Context: an optimization exercise on an open-source flow, tuned for small area, a short achievable clock period and few clock cycles per item. The choices shown serve that exercise and are no tape-out recipe. Where RTL was checked, it was by simulation tests only, not by an equivalence proof against the original. Function not checked in runs 3 and 4: the RTL went through the layout flow alone.

### design/flow/config.mk
export PLATFORM = sky130hd
export DESIGN_NAME = dnn_relu_fix12
export DESIGN_NICKNAME = dnn_relu_fix12
export VERILOG_FILES = /design/flow/design.v
export SDC_FILE = /design/flow/constraint.sdc
export NUM_CORES = 4
export LEC_CHECK = 0
export CAP_MARGIN = 20
export CORE_MARGIN = 2
export CORE_UTILIZATION = 40
export SLEW_MARGIN = 20
### design/flow/constraint.sdc
create_clock -name core_clock -period 14.0 [get_ports {clk}]
set_input_delay 2.8000 -clock core_clock [delete_from_list [all_inputs] [get_ports {clk}]]
set_output_delay 2.8000 -clock core_clock [all_outputs]
set_load 0.01 [all_outputs]
### design/flow/design.v
`timescale 1ns / 1ps
module reg_shift
    #(parameter WIDTH = 16,
      parameter SIZE = 32)
      (input   logic   signed     [WIDTH-1:0] sh_in,
       input   logic   [SIZE-1:0][WIDTH-1:0] p_in,
       output  logic   signed     [WIDTH-1:0] sh_out,
       output  logic   [SIZE-1:0][WIDTH-1:0] p_out,
       input   logic   unsigned   sh_en,
       input   logic   unsigned   pi_en,
       input   logic   unsigned   rst,
       input   logic   unsigned   clk
      );
    localparam [WIDTH-1:0] RESET_VAL = 'd0;
    logic   [SIZE-1:0][WIDTH-1:0] internal_data;
    always_ff @(posedge(clk) or posedge(rst)) begin : SEQ
        integer idx;
        if(rst == 1'b1) begin
           for (idx = 0; idx < SIZE; idx++) begin
              internal_data[idx] <= RESET_VAL;
           end
       end else begin
           if(pi_en == 1'b1) begin
               for (idx = 0; idx < SIZE; idx++) begin
                  internal_data[idx] <= p_in[idx];
               end
           end else if(sh_en == 1'b1) begin
               internal_data[SIZE-1] <= sh_in;
               for(idx = 1; idx < SIZE; idx++) begin
                   internal_data[SIZE-1-idx] <= internal_data[SIZE-idx];
               end
           end
       end 
    end
    assign sh_out = internal_data[0];
    assign p_out = internal_data;
endmodule
`timescale 1ns / 1ps
module mul_fix
    #(parameter w=4)
    (input   logic   signed  [w-1:0]   a,
     input   logic   signed  [w-1:0]   b,
     output  logic   signed  [w-1:0]   o
    );
    localparam  ARG_WIDTH = w;
    localparam  MUL_WIDTH = w*2-1;
    always_comb begin : COMB
        logic   signed  [MUL_WIDTH-1:0]   buffer;
        buffer  =  a*b;
        o = buffer[MUL_WIDTH-1:ARG_WIDTH-1];
    end
endmodule
`timescale 1ns / 1ps
module add_fix
    #(parameter w=4)
    (input   logic   signed  [w-1:0]   a,
     input   logic   signed  [w-1:0]   b,
     output  logic   signed  [w-1:0]   o
    );
    localparam logic signed [w*2-1:0] MIN_EXT = -(2**(w-1)) + 1;
    localparam logic signed [w*2-1:0] MAX_EXT = (2**(w-1)) - 1;
    localparam logic signed [w-1:0]   MIN_V   = -(2**(w-1)) + 1;
    localparam logic signed [w-1:0]   MAX_V   = (2**(w-1)) - 1;
    always_comb begin : COMB
        logic   signed  [w*2-1:0]   buffer;
        logic   signed  [w-1:0]   result;
        buffer  =  a+b;
        if(buffer < MIN_EXT) begin
            result = MIN_V;
        end else if(buffer > MAX_EXT) begin
            result = MAX_V;
        end else begin
            result = buffer;
        end
        o = result;
    end
endmodule
`timescale 1ns / 1ps
module mac_fix
    #(parameter w=4)
    (input   logic   clk,
     input   logic   en,
     input   logic   rst,
     input   logic   clr,
     input   logic   signed  [w-1:0]   x,
     input   logic   signed  [w-1:0]   c,
     output  logic   signed  [w-1:0]   o
    );
logic   signed  [w-1:0]   mem;
logic   signed  [w-1:0]   U0_o;
mul_fix     #(.w(w)) U0(.a(x),
           .b(c),
           .o(U0_o));
logic   signed  [w-1:0]   U1_o;
add_fix     #(.w(w)) U1(.a(mem),
           .b(U0_o),
           .o(U1_o));
always_ff @(posedge(clk) or posedge(rst)) begin : SEQ
    if( rst == 1'b1) begin
        mem <= 'd0;
    end else begin
        if(clr == 1'b1) begin
            mem <= 'd0;
        end else  if(en == 1'b1) begin
            mem <= U1_o;
        end else begin
            mem <= mem;
        end
    end
end
assign o = mem;
endmodule
`timescale 1ns / 1ps
module scaler_mul_fix
    #(parameter WIDTH = 16,
      parameter SCALE = 2)
    (input  logic   signed  [WIDTH-1:0] in,
     output logic   signed  [WIDTH-1:0] out
    );
    localparam IN_MSB_IDX = WIDTH-1;
    localparam SHAMT = $clog2(SCALE);
    localparam IN_LSB_IDX = ((IN_MSB_IDX - SHAMT) < 0) ? 0 : (IN_MSB_IDX - SHAMT);
    localparam logic signed [WIDTH-1:0] MAX_POS = (2**(WIDTH-1)) - 1;
    logic   signed  [WIDTH-1:0] sig_out;
    always_comb begin : COMB
        automatic logic unsigned [WIDTH-1:0] tmp;
        if ( in == 0 ) begin
            sig_out = in;
        end else begin
            if ( in[IN_MSB_IDX] == 1'b1) begin
                tmp = -in;
            end else begin
                tmp = in;
            end
           if ((WIDTH-1) <= SHAMT) begin
               if (tmp == 0) begin
                   tmp = 0;
               end else begin
                   tmp = MAX_POS;
               end
           end else if ( tmp[IN_MSB_IDX:IN_LSB_IDX] == 0) begin
               tmp = tmp << SHAMT;
           end else begin
               tmp = MAX_POS;
           end
           if (tmp == 0 || in[IN_MSB_IDX] == 1'b0) begin
                tmp = tmp;  
           end else begin  
                tmp = -tmp;
           end
           sig_out = tmp;
        end
    end
    assign out = sig_out;
endmodule
`timescale 1ns / 1ps
module scaler_div_fix
    #(parameter WIDTH = 16,
      parameter SCALE = 2)
    (input  logic   signed  [WIDTH-1:0] in,
     output logic   signed  [WIDTH-1:0] out
    );
    localparam IN_MSB_IDX = WIDTH-1;
    localparam SHAMT = $clog2(SCALE);
    localparam logic signed [WIDTH-1:0] MAX_POS = (2**(WIDTH-1)) - 1;
    logic   signed  [WIDTH-1:0] sig_out;
    always_comb begin : COMB
        automatic logic unsigned [WIDTH-1:0] tmp;
        if ( in == 0 ) begin
            sig_out = in;
        end else begin
            if ( in[IN_MSB_IDX] == 1'b1) begin
                tmp = -in;
            end else begin
                tmp = in;
            end
            if(((WIDTH-1) <= SHAMT)) begin
                if (tmp == 0) begin
                    tmp = 0;
                end else begin
                    tmp = 1;
                end
            end else begin
                tmp = tmp >> SHAMT;
                if(tmp == 0) begin
                    tmp = 1;
                end
            end
            if (in[IN_MSB_IDX] == 1'b0) begin
                tmp = tmp;  
            end else begin  
                tmp = -tmp;
            end
            sig_out = tmp;
        end
    end
    assign out = sig_out;
endmodule
`timescale 1ns / 1ps
module relu_fix
    #(WIDTH = 16)
    (input  logic   signed  [WIDTH-1:0] in,
     output logic   signed  [WIDTH-1:0] out
    );
    localparam [WIDTH-1:0] ZERO_VAL = 'd0;
    logic   signed  [WIDTH-1:0] sig_out;
    always_comb begin : COMB
        if(in[WIDTH-1] == 1'b0) begin
            sig_out = in;
        end else begin
            sig_out = ZERO_VAL;
        end
    end
    assign out = sig_out;
endmodule
`timescale 1ns / 1ps
module sm_relu
    #(parameter DATA_WIDTH = 8,
      parameter ADDR_WIDTH = 16,
      parameter ADDR_BASE_A = 0,
      parameter ADDR_BASE_W = 0,
      parameter ADDR_BASE_REG = 0)
    (input  logic   clk,
     input  logic   rst,
     input  logic                                   start,
     input  logic                                   reset,
     output logic   unsigned                        done,
     output logic   unsigned    [ADDR_WIDTH-1:0]    mem_addr,
     output logic   unsigned    [2:0]               r_sh_en,
     input  logic                                   arg_zero,
     output logic   unsigned    [1:0]               mac_en,
     output logic   unsigned    [1:0]               mac_clr);
    typedef enum integer {
                SI_IDLE          = 0,
                S1_L1_LD_A       = 1,
                S2_L1_LD_W       = 2,
                S3_L1_MAC_CYCLE  = 3,
                S4_L2_LA_W       = 4,
                S5_L2_MAC_CYCLE  = 5,
                S6_FINISHED      = 6
               } state_t;
    localparam  L1_NEURON_COUNT = 25;
    localparam  L2_NEURON_COUNT = 10;
    localparam  L1_A_COUNT = 401;
    localparam  L2_A_COUNT = 26;
    state_t state;
    integer a_counter;
    integer w_counter;
    logic   unsigned    [ADDR_WIDTH-1:0]     a_addr_offset;
    logic   unsigned    [ADDR_WIDTH-1:0]     w_addr_offset;
    state_t state_next;
    integer a_counter_next;
    integer w_counter_next;
    logic   unsigned    [ADDR_WIDTH-1:0]     a_addr_offset_next;
    logic   unsigned    [ADDR_WIDTH-1:0]     w_addr_offset_next;
    always_ff @(posedge(clk) or posedge(rst)) begin: SM_SEQ
        if(rst == 1'b1) begin
            a_counter <= 0;
            a_addr_offset <= 0;
            w_counter <= 0;
            w_addr_offset <= 0;
            state <= SI_IDLE;
        end else begin
            a_counter <= a_counter_next;
            a_addr_offset <= a_addr_offset_next;
            w_counter <= w_counter_next;
            w_addr_offset <= w_addr_offset_next;
            state <= state_next;
        end
    end
    always_comb begin: SM_NEXT
        a_counter_next = a_counter;
        w_counter_next = w_counter;
        a_addr_offset_next = a_addr_offset;
        w_addr_offset_next = w_addr_offset;
        state_next = state;
        case(state)
            SI_IDLE: begin
                if(start == 1'b1) begin
                   a_counter_next = 0;
                   w_counter_next = 0;
                   a_addr_offset_next = 0;
                   w_addr_offset_next = 0;
                   state_next = S1_L1_LD_A;
                end else begin 
                   state_next = SI_IDLE;
                end
            end
            S1_L1_LD_A: begin
                a_counter_next = a_counter + 1;
                a_addr_offset_next = a_addr_offset + 1;
                w_counter_next = 0;
                if(a_counter < L1_A_COUNT) begin
                    state_next = S2_L1_LD_W;
                end else begin
                    state_next = S4_L2_LA_W;
                    a_counter_next = 0;
                end
            end
            S2_L1_LD_W: begin
                if(arg_zero == 1'b1) begin
                    w_counter_next = w_counter + L1_NEURON_COUNT;
                    w_addr_offset_next = w_addr_offset_next + L1_NEURON_COUNT;
                    state_next = S1_L1_LD_A;
                end else if(w_counter < L1_NEURON_COUNT) begin
                    w_counter_next = w_counter + 1;
                    w_addr_offset_next = w_addr_offset + 1;
                    state_next = S2_L1_LD_W;
                end else begin
                    state_next = S3_L1_MAC_CYCLE;
                end
            end
            S3_L1_MAC_CYCLE: begin
                state_next = S1_L1_LD_A;
            end
            S4_L2_LA_W: begin
                if(w_counter < L2_NEURON_COUNT) begin
                    w_counter_next = w_counter + 1;
                    w_addr_offset_next = w_addr_offset + 1;
                    state_next = S4_L2_LA_W;
                end else begin
                    state_next = S5_L2_MAC_CYCLE;
                end
            end
            S5_L2_MAC_CYCLE: begin
                a_counter_next = a_counter + 1;
                if(a_counter_next < L2_A_COUNT) begin
                    w_counter_next = 0;
                    state_next = S4_L2_LA_W;
                end else begin
                    state_next = S6_FINISHED;
                end
            end
            S6_FINISHED: begin
                if(reset == 1'b0) begin
                    state_next = S6_FINISHED;
                end else begin
                    state_next = SI_IDLE;
                end
            end
        endcase
    end
    always_comb begin: SM_OUT
        done = 1'b0;
        mem_addr = {ADDR_WIDTH{1'b0}};
        r_sh_en = 3'b000;
        mac_en = 2'b00;
        mac_clr = 2'b00;
        case(state)
            SI_IDLE: begin
                mac_clr = 2'b11;
            end
            S1_L1_LD_A: begin
                mem_addr = ADDR_BASE_A + a_addr_offset;
                r_sh_en = 3'b001;
            end
            S2_L1_LD_W: begin
                mem_addr = ADDR_BASE_W + w_addr_offset;
                if(w_counter < L1_NEURON_COUNT) begin
                    r_sh_en = 3'b010;
                end
            end
            S3_L1_MAC_CYCLE: begin
                mac_en = 2'b01;
            end
            S4_L2_LA_W: begin
                mem_addr = ADDR_BASE_W + w_addr_offset;
                if(w_counter < L2_NEURON_COUNT) begin
                    r_sh_en = 3'b100;
                end
            end
            S5_L2_MAC_CYCLE: begin
                    mac_en = 2'b10;
                    mem_addr = ADDR_BASE_REG + a_counter;
            end
            S6_FINISHED: begin
                done = 1'b1;
            end
        endcase
    end
endmodule
`timescale 1ns / 1ps
module datapath_relu_fix
    #(parameter WIDTH=8,
      parameter ADDR_WIDTH = 16,
      parameter SM1_SCALE = 1,
      parameter SD1_SCALE = 1,
      parameter SM2_SCALE = 1,
      parameter L2_ONE_BIAS_VAL = 0)
    (input  logic   clk,
     input  logic   rst,
     input  logic   signed      [WIDTH-1:0]         mem_data,
     input  logic   unsigned    [ADDR_WIDTH-1:0]    l2_src_addr,
     input  logic   unsigned    [2:0]               r_sh_en,
     input  logic   unsigned    [1:0]               mac_en,
     input  logic   unsigned    [1:0]               mac_clr,
     output logic                                   arg_zero,
     output logic   [9:0][WIDTH-1:0]                out);
    logic   [0:0][WIDTH-1:0] R_ARG_p_out;
    reg_shift   #(.WIDTH(WIDTH),
                  .SIZE(1))
    R_ARG   (.sh_in(mem_data),
             .p_out(R_ARG_p_out),
             .p_in(R_ARG_p_out),
             .pi_en(1'b0),
             .sh_en(r_sh_en[0]),
             .rst(rst),
             .clk(clk));
    assign arg_zero = R_ARG_p_out[0] == 0;
    logic   [24:0][WIDTH-1:0] R1_p_out;
    reg_shift   #(.WIDTH(WIDTH),
                  .SIZE(25))
    R1  (.sh_in(mem_data),
         .p_out(R1_p_out),
         .p_in(R1_p_out),
         .pi_en(1'b0),
         .sh_en(r_sh_en[1]),
         .rst(rst),
         .clk(clk));
    logic   [24:0][WIDTH-1:0] M1_o;
    logic   [24:0][WIDTH-1:0] SM1_out;
    logic   [24:0][WIDTH-1:0] RELU1_out;
    logic   [24:0][WIDTH-1:0] SD1_out;
    generate begin : GEN_L1
        genvar gi;
        for(gi = 0; gi<25; gi=gi+1) begin
            mac_fix #(.w(WIDTH))
            MAC (.clk(clk),
                 .en(mac_en[0]),
                 .rst(rst),
                 .clr(mac_clr[0]),
                 .x(R_ARG_p_out[0]),
                 .c(R1_p_out[gi]),
                 .o(M1_o[gi]));
            scaler_mul_fix  #(.WIDTH(WIDTH),
                              .SCALE(SM1_SCALE))
            SCALER_MUL (.in(M1_o[gi]),
                 .out(SM1_out[gi]));
            relu_fix  #(.WIDTH(WIDTH))
            RELU (.in(SM1_out[gi]),
                 .out(RELU1_out[gi]));
            scaler_div_fix  #(.WIDTH(WIDTH),
                              .SCALE(SD1_SCALE))
            SCALER_DIV (.in(RELU1_out[gi]),
                 .out(SD1_out[gi]));
        end
    end
    endgenerate
    logic   [9:0][WIDTH-1:0] R2_p_out;
    reg_shift   #(.WIDTH(WIDTH),
                  .SIZE(10))
    R2  (.sh_in(mem_data),
         .p_out(R2_p_out),
         .p_in(R2_p_out),
         .pi_en(1'b0),
         .sh_en(r_sh_en[2]),
         .rst(rst),
         .clk(clk));
    logic   signed  [WIDTH-1:0] mac2_a;
    always_comb begin : MAC2_INPUT
        if(l2_src_addr == 0) begin
            mac2_a = L2_ONE_BIAS_VAL;
        end else if(l2_src_addr > 25) begin
            mac2_a = 0;
        end else begin
            mac2_a = SD1_out[l2_src_addr-1];
        end 
    end
    logic   [9:0][WIDTH-1:0] M2_o;
    logic   [9:0][WIDTH-1:0] SM2_out;
    logic   [9:0][WIDTH-1:0] RELU2_out;
    logic   [9:0][WIDTH-1:0] SD2_out;
    generate begin : GEN_L2
        genvar gi;
        for(gi = 0; gi<10; gi=gi+1)begin
            mac_fix #(.w(WIDTH))
            MAC    (.clk(clk),
                 .en(mac_en[1]),
                 .rst(rst),
                 .clr(mac_clr[1]),
                 .x(mac2_a),
                 .c(R2_p_out[gi]),
                 .o(M2_o[gi]));
            scaler_mul_fix  #(.WIDTH(WIDTH),
                              .SCALE(SM2_SCALE))
            SCALER_MUL    (.in(M2_o[gi]),
                 .out(SM2_out[gi]));
            relu_fix  #(.WIDTH(WIDTH))
            RELU    (.in(SM2_out[gi]),
                 .out(out[gi]));
        end
    end
    endgenerate
 endmodule
`timescale 1ns / 1ps
module dnn_relu_fix
    #(parameter DATA_WIDTH = 8,
      parameter ADDR_WIDTH = 16,
      parameter ADDR_BASE_A = 0,
      parameter ADDR_BASE_W = 0,
      parameter SM1_SCALE = 1,
      parameter SD1_SCALE = 1,
      parameter SM2_SCALE = 1,
      parameter L2_ONE_BIAS_VAL = 0)
     (input     logic   clk,
      input     logic   rst,
      input     logic   start,
      input     logic   reset,
      output    logic   done,
      output    logic   unsigned    [ADDR_WIDTH-1:0]    mem_addr,
      input     logic   signed      [DATA_WIDTH-1:0]    mem_data,
      output    logic   [9:0][DATA_WIDTH-1:0]    out);
    localparam ADDR_BASE_REG = 0;
    logic   unsigned    [ADDR_WIDTH-1:0]    SM_mem_addr;
    logic   unsigned    [2:0]               SM_r_sh_en;
    logic   unsigned    [1:0]               SM_mac_en;
    logic   unsigned    [1:0]               SM_mac_clr;
    logic                                   D_PATH_arg_zero;
    sm_relu #(.DATA_WIDTH(DATA_WIDTH),
              .ADDR_WIDTH(ADDR_WIDTH),
              .ADDR_BASE_A(ADDR_BASE_A),
              .ADDR_BASE_W(ADDR_BASE_W),
              .ADDR_BASE_REG(ADDR_BASE_REG))
        SM (.clk(clk),
            .rst(rst),
            .start(start),
            .reset(reset),
            .done(done),
            .mem_addr(SM_mem_addr),
            .r_sh_en(SM_r_sh_en),
            .arg_zero(D_PATH_arg_zero),
            .mac_en(SM_mac_en),
            .mac_clr(SM_mac_clr));
    assign mem_addr = SM_mem_addr;
    datapath_relu_fix   #(.WIDTH(DATA_WIDTH),
                          .ADDR_WIDTH(ADDR_WIDTH),
                          .SM1_SCALE(SM1_SCALE),
                          .SD1_SCALE(SD1_SCALE),
                          .SM2_SCALE(SM2_SCALE),
                          .L2_ONE_BIAS_VAL(L2_ONE_BIAS_VAL))
        D_PATH (.clk(clk),
                .rst(rst),
                .mem_data(mem_data),
                .l2_src_addr(SM_mem_addr),
                .r_sh_en(SM_r_sh_en),
                .arg_zero(D_PATH_arg_zero),
                .mac_en(SM_mac_en),
                .mac_clr(SM_mac_clr),
                .out(out));
 endmodule
`timescale 1ns / 1ps
module dnn_relu_fix12
     (input     logic                       clk,
      input     logic                       rst,
      input     logic                       start,
      input     logic                       reset,
      input     logic   signed      [11:0]  mem_data,
      output    logic   unsigned    [15:0]  mem_addr,
      output    logic                       done,
      output    logic               [119:0] out);
    localparam logic [15:0] BASE_W2 = 16'd10426;
    localparam logic [2:0] M_IDLE  = 3'd0,
                           M_L1A   = 3'd1,
                           M_L1W   = 3'd2,
                           M_BIAS  = 3'd3,
                           M_L2    = 3'd4,
                           M_FLUSH = 3'd5,
                           M_DONE  = 3'd6;
    function automatic logic signed [11:0] f_add(input logic signed [11:0] a,
                                                 input logic signed [11:0] b);
        logic signed [12:0] s;
        s = a + b;
        if (s < -13'sd2047)     f_add = -12'sd2047;
        else if (s > 13'sd2047) f_add = 12'sd2047;
        else                    f_add = s[11:0];
    endfunction
    function automatic logic [11:0] f_hid(input logic [11:0] v);
        if (v[11])              f_hid = 12'd0;
        else if (v[10] | v[9])  f_hid = 12'd1023;
        else                    f_hid = {v[10:0], 1'b0};
    endfunction
    function automatic logic [11:0] f_out(input logic [11:0] v);
        if (v[11])              f_out = 12'd0;
        else if (v[10:7] != 0)  f_out = 12'd2047;
        else                    f_out = {v[7:0], 4'b0};
    endfunction
    logic [2:0]  mode;
    logic [8:0]  n;         
    logic [13:0] wrow;      
    logic [4:0]  wcnt;      
    logic [4:0]  ph;        
    logic [4:0]  jn;        
    logic        clr;       
    logic [3:0]  kcnt;      
    logic [15:0] addr_q;
    logic        start_q, reset_q;
    logic        wv_d, wv_m, wv_p;             
    logic        bv_d;                         
    logic        l2v_d, l2v_m, l2v_p;          
    logic        l2f_d, l2f_m, l2f_p;          
    logic        fin_d, fin_m, fin_p, fin_a;   
    logic signed [11:0] d_q;     
    logic signed [11:0] na;      
    logic signed [11:0] cur_a;   
    logic signed [11:0] p_q;     
    logic signed [11:0] acc2;
    logic [24:0][11:0]  ring;
    logic [9:0][11:0]   ob;
    assign mem_addr = addr_q;
    assign out = ob;
    wire        pend   = (n != 9'd0) && (na != 12'sd0);
    wire [4:0]  ph_inc = (ph == 5'd24) ? 5'd0 : ph + 5'd1;
    wire [4:0]  jn_inc = (jn == 5'd24) ? 5'd0 : jn + 5'd1;
    wire [15:0] waddr  = {2'b00, wrow} + {11'd0, jn};
    always_ff @(posedge clk or posedge rst) begin : CTRL
        if (rst) begin
            mode  <= M_IDLE;
            done  <= 1'b0;
            start_q <= 1'b0;
            reset_q <= 1'b0;
            wv_d  <= 1'b0;
            wv_m  <= 1'b0;
            wv_p  <= 1'b0;
            bv_d  <= 1'b0;
            l2v_d <= 1'b0;
            l2v_m <= 1'b0;
            l2v_p <= 1'b0;
            l2f_d <= 1'b0;
            l2f_m <= 1'b0;
            l2f_p <= 1'b0;
            fin_d <= 1'b0;
            fin_m <= 1'b0;
            fin_p <= 1'b0;
            fin_a <= 1'b0;
        end else begin
            start_q <= start;
            reset_q <= reset;
            if (reset) done <= 1'b0;
            wv_d  <= (mode == M_L1W);
            wv_m  <= wv_d;
            wv_p  <= wv_m;
            bv_d  <= (mode == M_BIAS) && (wcnt < 5'd10);
            l2v_d <= (mode == M_L2);
            l2v_m <= l2v_d;
            l2v_p <= l2v_m;
            l2f_d <= (mode == M_L2) && (ph == 5'd0);
            l2f_m <= l2f_d;
            l2f_p <= l2f_m;
            fin_d <= (mode == M_L2) && (ph == 5'd24) && (kcnt == 4'd9);
            fin_m <= fin_d;
            fin_p <= fin_m;
            fin_a <= fin_p;
            case (mode)
                M_IDLE:  if (start_q) mode <= M_L1A;
                M_L1A:   if (pend) mode <= M_L1W;
                         else if (n == 9'd401) mode <= M_BIAS;
                M_L1W:   if (wcnt == 5'd24) mode <= (n == 9'd401) ? M_BIAS : M_L1A;
                M_BIAS:  if (wcnt >= 5'd9 && ph == 5'd24) mode <= M_L2;
                M_L2:    if (ph == 5'd24 && kcnt == 4'd9) mode <= M_FLUSH;
                M_FLUSH: if (fin_a) begin
                             mode <= M_DONE;
                             done <= 1'b1;
                         end
                M_DONE:  if (reset_q) mode <= M_IDLE;
                default: mode <= M_IDLE;
            endcase
        end
    end
    always_ff @(posedge clk) begin : CNT
        addr_q <= addr_q + 16'd1;
        ph <= ph_inc;
        jn <= jn_inc;
        if (ph == 5'd24) clr <= 1'b0;
        case (mode)
            M_IDLE: begin
                n      <= 9'd0;
                wrow   <= 14'd376;
                addr_q <= 16'd0;
                ph     <= 5'd0;
                jn     <= 5'd4;
                clr    <= 1'b1;
            end
            M_L1A: begin
                wcnt <= 5'd0;
                if (pend) begin
                    addr_q <= waddr;
                end else if (n == 9'd401) begin
                    addr_q <= BASE_W2;
                end else begin
                    n      <= n + 9'd1;
                    wrow   <= wrow + 14'd25;
                    addr_q <= {7'd0, n + 9'd1};
                end
            end
            M_L1W: begin
                wcnt <= wcnt + 5'd1;
                if (wcnt == 5'd24) begin
                    wcnt <= 5'd0;
                    if (n == 9'd401) begin
                        addr_q <= BASE_W2;
                    end else begin
                        n      <= n + 9'd1;
                        wrow   <= wrow + 14'd25;
                        addr_q <= {7'd0, n + 9'd1};
                    end
                end else begin
                    addr_q <= waddr;
                end
            end
            M_BIAS: begin
                kcnt <= 4'd0;
                if (wcnt < 5'd10) wcnt <= wcnt + 5'd1;
                if (wcnt >= 5'd9 && ph == 5'd24) addr_q <= BASE_W2 + 16'd10;
            end
            M_L2: begin
                if (ph == 5'd24) begin
                    kcnt   <= kcnt + 4'd1;
                    addr_q <= addr_q - 16'd239;
                end else begin
                    addr_q <= addr_q + 16'd10;
                end
            end
            default: ;
        endcase
    end
    wire signed [4:0]  w_0 = {1'b0, d_q[3:0]};
    wire signed [4:0]  w_1 = {1'b0, d_q[7:4]};
    wire signed [3:0]  w_2 = d_q[11:8];
    wire signed [15:0] pm_0 = cur_a * w_0;
    wire signed [15:0] pm_1 = cur_a * w_1;
    wire signed [15:0] pm_2 = cur_a * w_2;
    logic signed [11:0] m_0;
    logic signed [15:0] m_1;
    logic signed [14:0] m_2;
    wire signed [18:0] m_sum = {{7{m_0[11]}}, m_0} + {{3{m_1[15]}}, m_1} + {m_2, 4'b0};
    wire signed [11:0] head = ring[0];
    wire signed [11:0] ring_in = f_add(clr ? 12'sd0 : head, wv_p ? p_q : 12'sd0);
    wire signed [11:0] acc2_in = f_add(l2f_p ? ob[0] : acc2, p_q);
    always_ff @(posedge clk) begin : DP
        d_q <= mem_data;
        if (mode == M_L1A) na <= mem_data;
        if (mode == M_L1A && pend) cur_a <= na;
        else if (mode == M_L2) cur_a <= f_hid(head);
        m_0  <= pm_0[15:4];
        m_1  <= pm_1;
        m_2  <= pm_2[14:0];
        p_q  <= m_sum[18:7];
        ring[23:0] <= ring[24:1];
        ring[24]   <= ring_in;
        if (l2v_p) acc2 <= acc2_in;
        if (bv_d) begin
            ob[8:0] <= ob[9:1];
            ob[9]   <= {d_q[11], d_q[11:1]};
        end else if ((l2v_p && l2f_p) || fin_a) begin
            ob[8:0] <= ob[9:1];
            ob[9]   <= f_out(acc2);
        end
    end
endmodule
### design/flow/flow/run.sh
#!/bin/bash
set -euo pipefail
export BUFFER_PORTS_ARGS="-buffer_cell sky130_fd_sc_hd__buf_2"
bash standard.sh finish > flow_make.log 2>&1
### design/flow/standard.sh
#!/bin/bash
# synth_recipe.tcl (not shown) runs the flow's synth.tcl, then flattens the netlist and writes it again
# the make line also repeats each setting of config.mk as NAME=value (left out here)
make -C /OpenROAD-flow-scripts/flow DESIGN_CONFIG=/design/flow/config.mk WORK_HOME=/design/flow/orfs CLKGATE_MAP_FILE= SYNTH_SCRIPT=/design/flow/synth_recipe.tcl "${@:-finish}"
==> results of run 1 <==
## cell usage in the layout (no fill, tap or decap), drive strengths merged, types with 11 or more instances in the layout
cell type	netlist	routed
ha	156	156
and2	120	120
or3	16	16
fa	74	74
mux2	13	13
clkbuf	45	77
nor3	34	34
clkinv	0	15
nor2	113	113
inv	161	165
nand3	37	37
o21ai	72	72
buf	9	157
or2	11	11
xor2	44	44
dfrtp	20	20
o21a	22	22
dfxtp	393	393
a21oi	71	71
nand2b	13	13
o211ai	13	13
a21o	23	23
nand2	87	87
and3	20	20
nor2b	25	25
xnor2	82	82
edfxtp	189	189
## stage by stage
step                      hold slack [ns]  instance area, µm²
final                               0.312               28300
after CTS                           0.309               28300
after global routing                0.315               28300
after detailed placement            0.312               26100
after floorplan                     0.310               24500
after global placement              0.310               26100
## logic make-up after synthesis
kind of cell | count (synthesis) | synth area share, %
compound gates | 323 | 8.90
xor+xnor | 127 | 4.59
fa+ha+maj | 238 | 14.3
buf+inv | 215 | 3.32
flops | 602 | 57.3
mux | 14 | 0.638
simple gates | 516 | 11.0
## sequential cells by signal, summed over array words and instances (netlist names), 3 cells and up
register,flops
kcnt,4
cur_a,12
ring,300
ph,5
na,12
p_q,12
addr_q,16
jn,5
mode,3
m_1,16
ob,120
m_2,15
d_q,12
acc2,12
m_0,12
wcnt,5
n,9
wrow,14
## area by class of cell
class | instances | area, µm²
inverters | 161 | 604
clock buffers | 77 | 1730
clock inverters | 36 | 413
multi-input cells | 1218 | 9690
fillers | 5437 | 32200
repair buffers | 157 | 798
well taps | 782 | 978
flip-flops and latches | 602 | 14000
## metal layers
layer	vias up	track usage, %
met5	-	0
met4	2	5.73
met3	92	3.04
met2	321	26.4
met1	7312	21.0
li1	7379	-
## worst paths after layout
kind,start,endpoint,cells after the start
worst max register to register,d_q[10]$_DFF_P_,m_2[13]$_DFF_P_,15
worst min-delay path,ring[230]$_DFF_P_,ring[218]$_DFF_P_,0
min in group asynchronous,rst,done$_DFF_PP0_,2
worst min register to register,ring[230]$_DFF_P_,ring[218]$_DFF_P_,0
worst max-delay path,d_q[10]$_DFF_P_,m_2[13]$_DFF_P_,15
max in group asynchronous,rst,fin_a$_DFF_PP0_,2
==> impl_metrics.py, run 1 <==
metrics = {
    "outcome": {
        "run_status": "finished clean",
    },
    "timing": {
        "final.period_utilization_pct": 31.4,
        "max_freq_ghz": 0.227,
        "clock_skew_ns": 0.0233,
        "slew_violations": 0,
        "hold_viol": 0,
        "slew_headroom_pct": 34.6,
        "fin_ws_ns": 9.60,
        "tns_ns": 0,
        "grt_setup_unrepaired": "no",
        "setup-violations-final": 0,
        "worst_pin_slew_ns": 0.977,
        "layout_min_cycle_time_ns": 4.40,
    },
    "synth": {
        "avgSynthCellArea_um2": 12.1,
        "synth-edff-count": 189,
        "syn-num-nets": 2281,
        "synth.area.top_cells": "dfxtp_1 (32%), edfxtp_1 (23%), ha_1 (8.0%)",
        "synth_cell_type_count": 78,
        "netlist_instances": 2035,
        "synth.top_cell.area_share_pct": 32.1,
        "synthArstFlopShare_pct": 3.32,
        "synth-seq-area-share_pct": 57.3,
        "synth-main-ff-cell": "dfxtp_1",
        "yosysTopAreaCell": "dfxtp_1",
        "netlist_area_um2": 24500,
        "yosys_warnings": 1,
        "yosysMostFrequentCell": "dfxtp_1",
        "ys_ff_latch": 602,
        "synth_commonest_cells": "dfxtp_1 (393), edfxtp_1 (189), inv_1 (160)",
    },
    "setup_path": {
        "arrival_ns": 4.90,
        "cp_max_fo": 14,
        "cp_data_required_time_ns": 14.50,
        "critPathTopFamily": "adder cells",
        "ff2ff_setup_slack_ns": 9.60,
        "cp_num_buf_inv": 1,
        "endpoint_kind": "register",
        "cp_slowest_cell": "dfxtp_1",
        "cpMostUsedCell": "fa_1",
        "start_kind": "register",
        "critical_path_class": "reg2reg",
        "path_cells": "nand2_1, fa_1, fa_1, fa_1, inv_1, ha_1, fa_1, a21o_1, a21oi_1, o21bai_1, a21oi_1, o21bai_1, a21oi_1, nand4b_1, nand3_1",
        "cpPeakStageDelay_ns": 0.62,
    },
    "worst_hold_path": {
        "min-delay-path-class": "reg2reg",
    },
    "drt": {
        "via_per_inst": 4.98,
        "route.met2.wl_mm": 23.0,
        "wire_per_inst_um": 16.5,
        "wirelength_mm": 50.1,
        "routed.top_layer": "met5",
        "drtIter0Drc": 770,
        "routed-wl-met3_mm": 2.45,
        "drt_pass1_iterations": 5,
        "vias": 15100,
        "ant_nets": 0,
        "drcViolationCount": 0,
        "wl_met1_mm": 23.1,
    },
    "placed_design": {
        "dpl.cell_count": 2920,
        "gp_congestion": 0.863,
        "place_hpwl_mm": 36.7,
        "dpl_worst_slack_ns": 9.62,
        "numPortBuffers": 152,
    },
    "clock_tree": {
        "clock-root-buffer": "clkbuf_16",
        "cts_buffers": 60,
        "ctsResizeCount": 0,
        "hold_buffers": 0,
        "clkSinkCount": 602,
        "cts_tree": "done",
        "post_cts_buffers": 0,
        "htree_levels": 2,
        "clkSlewWorstSetupHoldPaths_ns": 0.06,
        "clk_latency_ns": 0.63,
        "cts.path.max_buffers": 3,
    },
    "die": {
        "io_pins": 153,
        "die_y_um": 252,
        "fp.dieW_um": 252,
        "initial_core_util_pct": 40.6,
        "rows": 90,
        "die-area_um2": 63300,
        "core_area_um2": 60500,
    },
    "layout": {
        "nets": 2446,
        "layout.cells.non_filler": 3033,
        "utilization_pct": 46.7,
        "drive_gt1_share_pct": 13.6,
        "area_delta_synth_final_pct": 15.2,
        "num_antenna_cells": 0,
    },
    "global_route": {
        "grt_pass1_vias": 15500,
        "antenna_found_initial": 1,
        "grt_pass1_wl_mm": 81.3,
        "grt_overflow": 0,
        "grtUsageTotal_pct": 16.0,
        "grt_max_degree": 74,
    },
    "job": {
        "maxCapViolCount": 0,
    },
}
Testbench counts, summed over its fixed seeds: cycles 146,986, items 48.
==> inputs of run 2 (changes only) <==
--- a/design/flow/design.v
+++ b/design/flow/design.v
@@ -723,16 +723,41 @@
             default: ;
         endcase
     end
-    wire signed [4:0]  w_0 = {1'b0, d_q[3:0]};
-    wire signed [4:0]  w_1 = {1'b0, d_q[7:4]};
-    wire signed [3:0]  w_2 = d_q[11:8];
-    wire signed [15:0] pm_0 = cur_a * w_0;
-    wire signed [15:0] pm_1 = cur_a * w_1;
-    wire signed [15:0] pm_2 = cur_a * w_2;
-    logic signed [11:0] m_0;
-    logic signed [15:0] m_1;
-    logic signed [14:0] m_2;
-    wire signed [18:0] m_sum = {{7{m_0[11]}}, m_0} + {{3{m_1[15]}}, m_1} + {m_2, 4'b0};
+    logic [22:0] pp [0:12];
+    always_comb begin : PPGEN
+        integer r, c;
+        for (r = 0; r < 13; r = r + 1) pp[r] = 23'd0;
+        for (r = 0; r < 11; r = r + 1) begin
+            for (c = 0; c < 11; c = c + 1) pp[r][r + c] = cur_a[c] & d_q[r];
+            pp[r][r + 11] = ~(cur_a[11] & d_q[r]);
+        end
+        for (c = 0; c < 11; c = c + 1) pp[11][11 + c] = ~(cur_a[c] & d_q[11]);
+        pp[11][22] = cur_a[11] & d_q[11];
+        pp[12][12] = 1'b1;
+    end
+    function automatic logic [22:0] csa_s(input logic [22:0] x, input logic [22:0] y,
+                                          input logic [22:0] z);
+        csa_s = x ^ y ^ z;
+    endfunction
+    function automatic logic [22:0] csa_c(input logic [22:0] x, input logic [22:0] y,
+                                          input logic [22:0] z);
+        logic [22:0] m;
+        m = (x & y) | (x & z) | (y & z);
+        csa_c = {m[21:0], 1'b0};
+    endfunction
+    wire [22:0] l1s0 = csa_s(pp[0], pp[1], pp[2]),  l1c0 = csa_c(pp[0], pp[1], pp[2]);
+    wire [22:0] l1s1 = csa_s(pp[3], pp[4], pp[5]),  l1c1 = csa_c(pp[3], pp[4], pp[5]);
+    wire [22:0] l1s2 = csa_s(pp[6], pp[7], pp[8]),  l1c2 = csa_c(pp[6], pp[7], pp[8]);
+    wire [22:0] l1s3 = csa_s(pp[9], pp[10], pp[11]), l1c3 = csa_c(pp[9], pp[10], pp[11]);
+    wire [22:0] l2s0 = csa_s(l1s0, l1c0, l1s1),  l2c0 = csa_c(l1s0, l1c0, l1s1);
+    wire [22:0] l2s1 = csa_s(l1c1, l1s2, l1c2),  l2c1 = csa_c(l1c1, l1s2, l1c2);
+    wire [22:0] l2s2 = csa_s(l1s3, l1c3, pp[12]), l2c2 = csa_c(l1s3, l1c3, pp[12]);
+    wire [22:0] l3s0 = csa_s(l2s0, l2c0, l2s1),  l3c0 = csa_c(l2s0, l2c0, l2s1);
+    wire [22:0] l3s1 = csa_s(l2c1, l2s2, l2c2),  l3c1 = csa_c(l2c1, l2s2, l2c2);
+    wire [22:0] l4s0 = csa_s(l3s0, l3c0, l3s1),  l4c0 = csa_c(l3s0, l3c0, l3s1);
+    wire [22:0] l5s0 = csa_s(l4s0, l4c0, l3c1),  l5c0 = csa_c(l4s0, l4c0, l3c1);
+    logic [22:0] m_a, m_b;
+    wire  [22:0] m_sum = m_a + m_b;
     wire signed [11:0] head = ring[0];
     wire signed [11:0] ring_in = f_add(clr ? 12'sd0 : head, wv_p ? p_q : 12'sd0);
     wire signed [11:0] acc2_in = f_add(l2f_p ? ob[0] : acc2, p_q);
@@ -741,10 +766,9 @@
         if (mode == M_L1A) na <= mem_data;
         if (mode == M_L1A && pend) cur_a <= na;
         else if (mode == M_L2) cur_a <= f_hid(head);
-        m_0  <= pm_0[15:4];
-        m_1  <= pm_1;
-        m_2  <= pm_2[14:0];
-        p_q  <= m_sum[18:7];
+        m_a  <= l5s0;
+        m_b  <= l5c0;
+        p_q  <= m_sum[22:11];
         ring[23:0] <= ring[24:1];
         ring[24]   <= ring_in;
         if (l2v_p) acc2 <= acc2_in;
==> run 2 against run 1 <==
Still clean. Maximum frequency grew 4.3%. Final cell count shrank 7.0%. Sequential share of layout area up 1.9 points. Via count shrank 8.9%. Routed wire length decreased by 9.2%.
==> impl_metrics.py, run 2 <==
metrics = {
    "timing": {
        "tns_ns": 0,
        "slew_headroom_pct": 36.5,
        "slew_violations": 0,
        "max_freq_ghz": 0.237,
        "layout_min_cycle_time_ns": 4.22,
        "worst_pin_slew_ns": 0.949,
        "hold_viol": 0,
        "final.period_utilization_pct": 30.1,
        "clock_skew_ns": 0.0376,
        "setup-violations-final": 0,
        "hold_slack_ns": 0.302,
        "grt_setup_unrepaired": "no",
    },
    "global_route": {
        "antenna_found_initial": 4,
        "grt_pass1_vias": 13900,
        "grt_pass1_wl_mm": 73.7,
        "grt_max_degree": 64,
        "grtUsageTotal_pct": 15.3,
        "grt_overflow": 0,
    },
    "clock_tree": {
        "clkSinkCount": 593,
        "post_cts_buffers": 0,
        "ctsResizeCount": 0,
        "htree_levels": 2,
        "cts.path.max_buffers": 3,
        "cts_buffers": 59,
        "clock-root-buffer": "clkbuf_16",
        "hold_buffers": 0,
        "clkSlewWorstSetupHoldPaths_ns": 0.06,
        "cts_tree": "done",
        "clk_latency_ns": 0.63,
    },
    "synth": {
        "synth_xor_area_share_pct": 2.83,
        "syn-num-nets": 2064,
        "synth.top_cell.area_share_pct": 33.1,
        "synthArstFlopShare_pct": 3.37,
        "yosysMostFrequentCell": "dfxtp_1",
        "synth-main-ff-cell": "dfxtp_1",
        "avgSynthCellArea_um2": 12.6,
        "yosysTopAreaCell": "dfxtp_1",
        "synth.area.top_cells": "dfxtp_1 (33%), edfxtp_1 (24%), fa_1 (9.0%)",
        "netlist_area_um2": 23200,
        "synthMuxAreaShare_pct": 0.755,
        "yosys.area_share.simple_pct": 10.6,
        "synth-seq-area-share_pct": 59.8,
        "synth_cell_type_count": 87,
        "synth_top_family_by_area": "adder cells",
        "ys_ff_latch": 593,
        "synth-edff-count": 189,
        "synth_fa_ha_area_share_pct": 14.6,
        "synth_compound_area_share_pct": 7.76,
        "netlist_instances": 1845,
        "synth_commonest_cells": "dfxtp_1 (384), edfxtp_1 (189), inv_1 (166)",
        "yosys_warnings": 2,
    },
    "setup_path": {
        "critical_path_class": "reg2out",
        "cp_slowest_cell": "dfxtp_1",
        "critPathTopFamily": "flip-flops",
        "path_cells": "buf_2",
        "arrival_ns": 1.42,
        "cp_num_buf_inv": 1,
        "start_kind": "register",
        "reg2reg_from": "l2f_p$_DFF_PP0_",
        "crit_path_start": "addr_q[4]$_DFF_P_",
        "cp_max_fo": 13,
        "endpoint_kind": "output pin",
        "cp_data_required_time_ns": 11.20,
        "cpPeakStageDelay_ns": 0.57,
    },
    "placed_design": {
        "numPortBuffers": 152,
        "gp_congestion": 0.828,
        "place_hpwl_mm": 32.6,
    },
    "drt": {
        "drcViolationCount": 0,
        "via_per_inst": 4.88,
        "ant_nets": 0,
        "wire_per_inst_um": 16.1,
        "drt_pass1_iterations": 5,
        "drtIter0Drc": 755,
        "wirelength_mm": 45.5,
        "vias": 13800,
    },
    "layout": {
        "top_regs": "ring: 300 flops, ob: 120 flops",
        "area_delta_synth_final_pct": 15.8,
        "drive_gt1_share_pct": 14.5,
        "final_cell_mix": "dfxtp_1 (384), edfxtp_1 (189), inv_1 (166), buf_2 (152), nand2_1 (112)",
        "largest_reg_flops": 300,
        "regMostFlops": "ring",
        "final_common_cell": "dfxtp_1",
        "nets": 2225,
    },
    "die": {
        "die-area_um2": 59900,
        "rows": 88,
        "die_y_um": 245,
        "initial_core_util_pct": 40.4,
        "core_area_um2": 57500,
        "fp.dieW_um": 245,
        "io_pins": 153,
    },
    "worst_hold_path": {
        "min_from": "ring[277]$_DFF_P_",
        "min-delay-path-class": "reg2reg",
    },
    "job": {
        "maxCapViolCount": 0,
    },
    "outcome": {
        "run_status": "finished clean",
    },
}
run 2: cell count changes after synthesis, moves of 9 or more:
| cell | delta |
|---|---|
| ha_1 | -57 |
| xnor2_1 | -43 |
| fa_1 | +30 |
| a21oi_1 | -28 |
| nand2_1 | +25 |
| o21ai_0 | -22 |
| and2_1 | -18 |
| nor2_1 | -15 |
| o21ai_1 | +13 |
| dfxtp_1 | -9 |
| nor3_1 | -9 |
run 2: metal layers:
layer	vias up	global-route usage [%]	wire, µm
li1	6631	-	-
met1	6766	20.8	21100
met2	288	24.5	20700
met3	74	3.33	2420
met4	4	4.82	1230
met5	-	0	25
run 2: cells by family (layout without fill, tap and decap cells):
family	Yosys count	in the layout
AO/OA/AOI/OAI	254	254
XOR/XNOR	75	75
adder cells (fa/ha/maj)	209	209
buffers and inverters	224	435
flip-flops	593	593
multiplexers	16	16
other	0	1
AND/OR/NAND/NOR	474	474
run 2: stage by stage:
step	util (%)	cells	worst slack [ns]	area (µm²)
detailed placement	43.0	2710	10.20	24700
CTS	46.7	2821	9.75	26900
floorplan	-	1845	10.26	23200
global route	46.7	2821	9.73	26900
finish	46.7	2822	9.78	26900
global placement	43.0	2710	10.22	24700
run 2: final timing paths:
path | to | slack, ns | cells past startpoint
max in group asynchronous | l2f_m$_DFF_PP0_ | 11.10 | 2
worst max register to register | acc2[0]$_SDFFCE_PP1P_ | 10.12 | 9
worst min register to register | ring[265]$_DFF_P_ | 0.30 | 0
worst min-delay path | ring[265]$_DFF_P_ | 0.30 | 0
min in group asynchronous | fin_m$_DFF_PP0_ | 2.35 | 2
worst max-delay path | mem_addr[4] | 9.78 | 1
run 2: area by class of cell:
class | count | area, µm²
Timing Repair Buffer | 157 | 798
Antenna cell | 1 | 2.50
Inverter | 167 | 627
Clock inverter | 31 | 360
Clock buffer | 80 | 1760
Multi-Input combinational cell | 1028 | 8490
Tap cell | 765 | 957
Sequential cell | 593 | 13900
Fill cell | 5205 | 30600
Testbench counts of run 2, summed over its fixed seeds: cycles 146,986, items 48.
==> inputs of run 3 (changes only) <==
--- a/design/flow/design.v
+++ b/design/flow/design.v
@@ -592,7 +592,8 @@
     logic [4:0]  jn;        
     logic        clr;       
     logic [3:0]  kcnt;      
-    logic [15:0] addr_q;
+    logic [15:0] ma_q;      
+    logic [15:0] la;        
     logic        start_q, reset_q;
     logic        wv_d, wv_m, wv_p;             
     logic        bv_d;                         
@@ -606,7 +607,7 @@
     logic signed [11:0] acc2;
     logic [24:0][11:0]  ring;
     logic [9:0][11:0]   ob;
-    assign mem_addr = addr_q;
+    assign mem_addr = ma_q;
     assign out = ob;
     wire        pend   = (n != 9'd0) && (na != 12'sd0);
     wire [4:0]  ph_inc = (ph == 5'd24) ? 5'd0 : ph + 5'd1;
@@ -666,8 +667,26 @@
             endcase
         end
     end
+    logic [15:0] a_next;
+    always_comb begin : ANEXT
+        a_next = la + 16'd1;
+        case (mode)
+            M_IDLE:  a_next = 16'd0;
+            M_L1A:   if (pend)              a_next = waddr;
+                     else if (n == 9'd401)  a_next = BASE_W2;
+                     else                   a_next = {7'd0, n + 9'd1};
+            M_L1W:   if (wcnt != 5'd24)     a_next = waddr;
+                     else if (n == 9'd401)  a_next = BASE_W2;
+                     else                   a_next = {7'd0, n + 9'd1};
+            M_BIAS:  if (wcnt >= 5'd9 && ph == 5'd24) a_next = BASE_W2 + 16'd10;
+            M_L2:    if (ph == 5'd24)       a_next = la - 16'd239;
+                     else                   a_next = la + 16'd10;
+            default: ;
+        endcase
+    end
     always_ff @(posedge clk) begin : CNT
-        addr_q <= addr_q + 16'd1;
+        ma_q <= a_next;
+        la   <= (mode == M_BIAS || mode == M_L2) ? a_next : BASE_W2;
         ph <= ph_inc;
         jn <= jn_inc;
         if (ph == 5'd24) clr <= 1'b0;
@@ -675,50 +694,33 @@
             M_IDLE: begin
                 n      <= 9'd0;
                 wrow   <= 14'd376;
-                addr_q <= 16'd0;
                 ph     <= 5'd0;
                 jn     <= 5'd4;
                 clr    <= 1'b1;
             end
             M_L1A: begin
                 wcnt <= 5'd0;
-                if (pend) begin
-                    addr_q <= waddr;
-                end else if (n == 9'd401) begin
-                    addr_q <= BASE_W2;
-                end else begin
+                if (!pend && n != 9'd401) begin
                     n      <= n + 9'd1;
                     wrow   <= wrow + 14'd25;
-                    addr_q <= {7'd0, n + 9'd1};
                 end
             end
             M_L1W: begin
                 wcnt <= wcnt + 5'd1;
                 if (wcnt == 5'd24) begin
                     wcnt <= 5'd0;
-                    if (n == 9'd401) begin
-                        addr_q <= BASE_W2;
-                    end else begin
+                    if (n != 9'd401) begin
                         n      <= n + 9'd1;
                         wrow   <= wrow + 14'd25;
-                        addr_q <= {7'd0, n + 9'd1};
                     end
-                end else begin
-                    addr_q <= waddr;
                 end
             end
             M_BIAS: begin
                 kcnt <= 4'd0;
                 if (wcnt < 5'd10) wcnt <= wcnt + 5'd1;
-                if (wcnt >= 5'd9 && ph == 5'd24) addr_q <= BASE_W2 + 16'd10;
             end
             M_L2: begin
-                if (ph == 5'd24) begin
-                    kcnt   <= kcnt + 4'd1;
-                    addr_q <= addr_q - 16'd239;
-                end else begin
-                    addr_q <= addr_q + 16'd10;
-                end
+                if (ph == 5'd24) kcnt <= kcnt + 4'd1;
             end
             default: ;
         endcase
--- a/design/flow/config.mk
+++ b/design/flow/config.mk
@@ -7,5 +7,5 @@
 export LEC_CHECK = 0
 export CAP_MARGIN = 20
 export CORE_MARGIN = 2
-export CORE_UTILIZATION = 40
+export CORE_UTILIZATION = 60
 export SLEW_MARGIN = 20
==> run 3 against run 2 <==
Area after synthesis is 0.97% higher. Worst setup slack better by 0.18 ns. Sequential share of layout area rose by 1.7 points. Register-to-register slack better by 0.24 ns. Critical path depth unchanged. Routed wire length increased by 4.7%. Via count is 0.91% lower. Cell area fell by 0.99%. Non-clock buffer count decreased by 2. Maximum frequency is 4.4% higher.
==> impl_metrics.py, run 3 <==
metrics = {
    "die": {
        "die_y_um": 202,
        "die-area_um2": 40600,
        "rows": 72,
        "fp.dieW_um": 202,
        "io_pins": 153,
        "initial_core_util_pct": 60.7,
        "core_area_um2": 38600,
    },
    "layout": {
        "regMostFlops": "ring",
        "final_cell_mix": "dfxtp_1 (401), edfxtp_1 (188), inv_1 (153), buf_2 (152), nand2_1 (126)",
        "drive_gt1_share_pct": 13.9,
        "final_common_cell": "dfxtp_1",
        "nets": 2220,
        "area_delta_synth_final_pct": 13.6,
        "largest_reg_flops": 300,
        "top_regs": "ring: 300 flops, ob: 120 flops",
    },
    "global_route": {
        "antenna_found_initial": 3,
        "grt_overflow": 0,
        "grt_pass1_wl_mm": 75.9,
        "grt_pass1_vias": 13900,
        "grt_max_degree": 72,
        "grtUsageTotal_pct": 24.1,
    },
    "setup_path": {
        "critPathTopFamily": "flip-flops",
        "cp_data_required_time_ns": 11.20,
        "start_kind": "register",
        "cp_slowest_cell": "edfxtp_1",
        "cp_max_fo": 2,
        "critical_path_class": "reg2out",
        "path_cells": "buf_2",
        "endpoint_kind": "output pin",
        "arrival_ns": 1.24,
        "cpPeakStageDelay_ns": 0.44,
        "cp_num_buf_inv": 1,
    },
    "drt": {
        "via_per_inst": 5.31,
        "wire_per_inst_um": 18.5,
        "drt_pass1_iterations": 5,
        "drcViolationCount": 0,
        "wirelength_mm": 47.6,
        "drtIter0Drc": 721,
        "ant_nets": 0,
        "vias": 13600,
    },
    "timing": {
        "hold_viol": 0,
        "max_freq_ghz": 0.248,
        "grt_setup_unrepaired": "no",
        "setup-violations-final": 0,
        "worst_pin_slew_ns": 1.12,
        "layout_min_cycle_time_ns": 4.04,
        "hold_slack_ns": 0.322,
        "slew_violations": 0,
        "clock_skew_ns": 0.0566,
        "final.period_utilization_pct": 28.8,
        "tns_ns": 0,
        "slew_headroom_pct": 25.0,
    },
    "synth": {
        "synth-edff-count": 188,
        "yosysMostFrequentCell": "dfxtp_1",
        "synth-main-ff-cell": "dfxtp_1",
        "synthArstFlopShare_pct": 3.28,
        "avgSynthCellArea_um2": 12.7,
        "synth_commonest_cells": "dfxtp_1 (401), edfxtp_1 (188), inv_1 (153)",
        "synth_cell_type_count": 82,
        "synth.top_cell.area_share_pct": 34.3,
        "netlist_instances": 1849,
        "synth_fa_ha_area_share_pct": 14.7,
        "synthMuxAreaShare_pct": 0.663,
        "synth-seq-area-share_pct": 60.5,
        "synth_top_family_by_area": "adder cells",
        "synth_compound_area_share_pct": 7.05,
        "ys_ff_latch": 609,
        "syn-num-nets": 2067,
        "synth_xor_area_share_pct": 3.29,
        "yosys.area_share.simple_pct": 10.3,
        "netlist_area_um2": 23400,
        "synth.area.top_cells": "dfxtp_1 (34%), edfxtp_1 (24%), fa_1 (8.9%)",
        "yosysTopAreaCell": "dfxtp_1",
        "yosys_warnings": 2,
    },
    "clock_tree": {
        "clkSinkCount": 609,
        "htree_levels": 2,
        "clock-root-buffer": "clkbuf_16",
        "clk_latency_ns": 0.63,
        "clkSlewWorstSetupHoldPaths_ns": 0.06,
        "hold_buffers": 0,
        "post_cts_buffers": 0,
        "cts_buffers": 57,
        "cts.path.max_buffers": 3,
        "cts_tree": "done",
        "ctsResizeCount": 0,
    },
    "worst_hold_path": {
        "min-delay-path-class": "reg2reg",
    },
    "placed_design": {
        "place_hpwl_mm": 33.5,
        "numPortBuffers": 152,
        "gp_congestion": 0.901,
    },
    "job": {
        "maxCapViolCount": 0,
    },
    "outcome": {
        "run_status": "finished clean",
    },
}
## run 3: final timing paths
check / from / endpoint / slack [ns] / cells past startpoint
min in group asynchronous: rst / done$_DFF_PP0_ / 2.31 / 2
max in group asynchronous: rst / start_q$_DFF_PP0_ / 11.20 / 2
setup / recovery: ob[1]$_DFFE_PP_ / out[1] / 9.96 / 1
hold reg to reg: ring[56]$_DFF_P_ / ring[44]$_DFF_P_ / 0.32 / 0
hold / removal: ring[56]$_DFF_P_ / ring[44]$_DFF_P_ / 0.32 / 0
setup reg to reg: d_q[5]$_DFF_P_ / m_a[13]$_DFF_P_ / 10.36 / 8
## run 3: through the flow
stage	util [%]	setup slack [ns]	instance area [µm²]	instances
after floorplan	-	10.26	23400	1849
after global placement	63.8	10.45	24600	2461
after detailed placement	63.8	10.42	24600	2461
after CTS	69.0	9.93	26600	2567
after global routing	69.0	9.93	26600	2567
final	69.0	9.96	26600	2568
## run 3: cell families after synthesis
kind of cell,after synthesis
AOI/OAI and AO/OA,240
xor gates and xnor gates,87
adders and majority gates,215
buffers and inverters,214
DFF,609
muxes,14
and+or+nand+nor,470
## run 3: final cells by class
class	instances	area [µm²]
well taps	518	648
fillers	2853	12000
clock buffers	86	1750
clock inverters	20	223
multi-input cells	1026	8440
diodes	1	2.50
inverters	153	574
repair buffers	155	783
flip-flops and latches	609	14200
## run 3: routing by layer
metal / routed length [µm] / track usage, % / vias to the layer above
li1: - / - / 6562
met5: 0 / 0 / -
met4: 1210 / 7.43 / 0
met2: 23200 / 40.6 / 333
met3: 2260 / 4.20 / 80
met1: 21000 / 32.0 / 6663
==> inputs of run 4 (changes only) <==
--- a/design/flow/config.mk
+++ b/design/flow/config.mk
@@ -8,4 +8,6 @@
 export CAP_MARGIN = 20
 export CORE_MARGIN = 2
 export CORE_UTILIZATION = 60
+export CTS_CLUSTER_DIAMETER = 100
+export CTS_CLUSTER_SIZE = 24
 export SLEW_MARGIN = 20
==> run 4 against run 3 <==
Flip-flop and latch count unchanged. Largest cell class unchanged. Clock-buffer cell count down 42. Critical path type unchanged. Critical path depth unchanged.
==> impl_metrics.py, run 4 <==
metrics = {
    "drt": {
        "drtIter0Drc": 834,
        "wire_per_inst_um": 18.4,
        "wirelength_mm": 46.0,
        "via_per_inst": 5.35,
        "drcViolationCount": 0,
        "vias": 13400,
        "drt_pass1_iterations": 5,
        "ant_nets": 0,
    },
    "setup_path": {
        "ff2ff_setup_slack_ns": 10.41,
        "crit_cells": 1,
        "r2r_cells": 8,
        "cp_max_fo": 2,
        "cp_num_buf_inv": 1,
        "cp_data_required_time_ns": 11.20,
        "crit_path_start": "ob[1]$_DFFE_PP_",
        "r2r-end": "m_a[12]$_DFF_P_",
        "start_kind": "register",
        "endpoint_kind": "output pin",
        "cp_slowest_cell": "edfxtp_1",
        "crit_path_end": "out[1]",
        "arrival_ns": 1.23,
        "path_cells": "buf_2",
        "reg2reg_from": "cur_a[9]$_DFFE_PP_",
        "critical_path_class": "reg2out",
        "cpPeakStageDelay_ns": 0.45,
        "critPathTopFamily": "flip-flops",
    },
    "layout": {
        "largest_reg_flops": 300,
        "fillers": 2978,
        "stdcell_area_um2": 25400,
        "multi_input_area_um2": 8440,
        "nets": 2192,
        "final_common_cell": "dfxtp_1",
        "regMostFlops": "ring",
        "drive_gt1_share_pct": 11.2,
        "top_regs": "ring: 300 flops, ob: 120 flops",
        "num_antenna_cells": 0,
        "area_delta_synth_final_pct": 8.66,
        "final_cell_mix": "dfxtp_1 (401), edfxtp_1 (188), inv_1 (153), buf_2 (152), nand2_1 (126)",
        "seq_area_um2": 14200,
    },
    "clock_tree": {
        "hold_buffers": 0,
        "ctsResizeCount": 0,
        "cts.path.max_buffers": 3,
        "clk_latency_ns": 0.61,
        "clkSlewWorstSetupHoldPaths_ns": 0.09,
        "htree_levels": 1,
        "post_cts_buffers": 0,
        "cts_tree": "done",
        "clkSinkCount": 609,
        "clock-root-buffer": "clkbuf_16",
        "cts_buffers": 29,
    },
    "die": {
        "rows": 72,
        "initial_core_util_pct": 60.7,
        "die-area_um2": 40600,
        "die_y_um": 202,
        "io_pins": 153,
        "core_area_um2": 38600,
        "fp.dieW_um": 202,
    },
    "synth": {
        "netlist_area_um2": 23400,
        "synth-edff-count": 188,
        "ys_ff_latch": 609,
        "synth.top_cell.area_share_pct": 34.3,
        "synth-seq-area-share_pct": 60.5,
        "yosysTopAreaCell": "dfxtp_1",
        "synth_cell_type_count": 82,
        "synth.area.top_cells": "dfxtp_1 (34%), edfxtp_1 (24%), fa_1 (8.9%)",
        "synth_commonest_cells": "dfxtp_1 (401), edfxtp_1 (188), inv_1 (153)",
        "synthArstFlopShare_pct": 3.28,
        "synth-main-ff-cell": "dfxtp_1",
        "syn-num-nets": 2067,
        "yosys_warnings": 2,
        "avgSynthCellArea_um2": 12.7,
        "netlist_instances": 1849,
        "yosysMostFrequentCell": "dfxtp_1",
    },
    "timing": {
        "slew_violations": 0,
        "slew_headroom_pct": 26.9,
        "worst_pin_slew_ns": 1.09,
        "clock_skew_ns": 0.0144,
        "tns_ns": 0,
        "grt_setup_unrepaired": "no",
        "layout_min_cycle_time_ns": 4.03,
        "fin_ws_ns": 9.97,
        "max_freq_ghz": 0.248,
        "hold_viol": 0,
        "final.period_utilization_pct": 28.8,
        "setup-violations-final": 0,
    },
    "placed_design": {
        "dpl_worst_slack_ns": 10.42,
        "numPortBuffers": 152,
        "postPlaceCellArea_um2": 24600,
        "place_hpwl_mm": 33.5,
        "gp_congestion": 0.901,
    },
    "job": {
        "maxCapViolCount": 0,
    },
    "global_route": {
        "grt_overflow": 0,
        "grt_max_degree": 72,
        "grtUsageTotal_pct": 23.1,
        "grt_pass1_wl_mm": 73.8,
        "grt_pass1_vias": 13400,
        "antenna_found_initial": 4,
    },
    "outcome": {
        "run_status": "finished clean",
    },
    "worst_hold_path": {
        "min-delay-path-class": "reg2reg",
    },
}
[run 4: worst min-delay path by stage]
stage | slack, ns | startpoint | endpoint | depth (start not counted)
detailed placement | 0.31 | ring[194]$_DFF_P_ | ring[182]$_DFF_P_ | 0
global route | 0.31 | ring[158]$_DFF_P_ | ring[146]$_DFF_P_ | 0
floorplan | 0.31 | ring[12]$_DFF_P_ | ring[0]$_DFF_P_ | 0
global placement | 0.31 | ring[237]$_DFF_P_ | ring[225]$_DFF_P_ | 0
CTS | 0.32 | ring[171]$_DFF_P_ | ring[159]$_DFF_P_ | 0
finish | 0.32 | ring[171]$_DFF_P_ | ring[159]$_DFF_P_ | 0
[run 4: stage by stage]
step	util, %	std cells	hold WS [ns]
finish	66.0	2507	0.317
global route	66.0	2507	0.314
CTS	66.0	2507	0.319
detailed placement	63.8	2461	0.312
global placement	63.8	2461	0.310
floorplan	-	1849	0.310
[run 4: logic make-up after synthesis]
kind of cell | Yosys count | synth area share (%)
XOR/XNOR | 87 | 3.29
multiplexers | 14 | 0.663
flip-flops | 609 | 60.5
buffers and inverters | 214 | 3.51
AND/OR/NAND/NOR | 470 | 10.3
AO/OA/AOI/OAI | 240 | 7.05
adder cells (fa/ha/maj) | 215 | 14.7
[run 4: metal layers]
metal / up-vias / share of wire [%] / global-route usage (%)
met4: 0 / 2.0 / 5.28
met2: 291 / 48 / 39.2
met5: - / 0 / 0
met3: 57 / 4.5 / 3.08
li1: 6473 / - / -
met1: 6597 / 45 / 31.9
[run 4: final cells by class]
| class | count | area share, % |
|---|---|---|
| well taps | 518 | 2.55 |
| inverters | 153 | 2.26 |
| flip-flops and latches | 609 | 55.7 |
| multi-input cells | 1026 | 33.2 |
| repair buffers | 155 | 3.08 |
| clock inverters | 2 | 0.143 |
| clock buffers | 44 | 3.11 |

-- afterwards: timing with drivers on the ports --
The flow's constraints put no driver on any port. The routed layouts listed below were extracted and timed again, unchanged, in two steps. Step 1 assumes that a clkbuf_16 drives the clock port and a buf_2 every other input. Step 2 adds t to the input delays and takes it off the output delays; t is the mean of the earliest and latest rising clock arrival at the registers after step 1. Input paths then give back, and output paths get back, about the clock's delay inside the block. Slacks: no drivers / after step 1 / after step 2; pairs: no drivers / after step 1.
| run | t (ns) | setup WS [ns] | worst setup path after step 2 |
|---|---|---|---|
| run 1 | 0.678 | 9.603 / 9.603 / 9.603 | register to register |
| run 2 | 0.671 | 9.784 / 9.723 / 10.115 | register to register |
| run 3 | 0.660 | 9.963 / 9.908 / 10.365 | register to register |
| run 4 | 0.656 | 9.971 / 9.914 / 10.413 | register to register |
After both steps setup and hold are still met in every run listed.
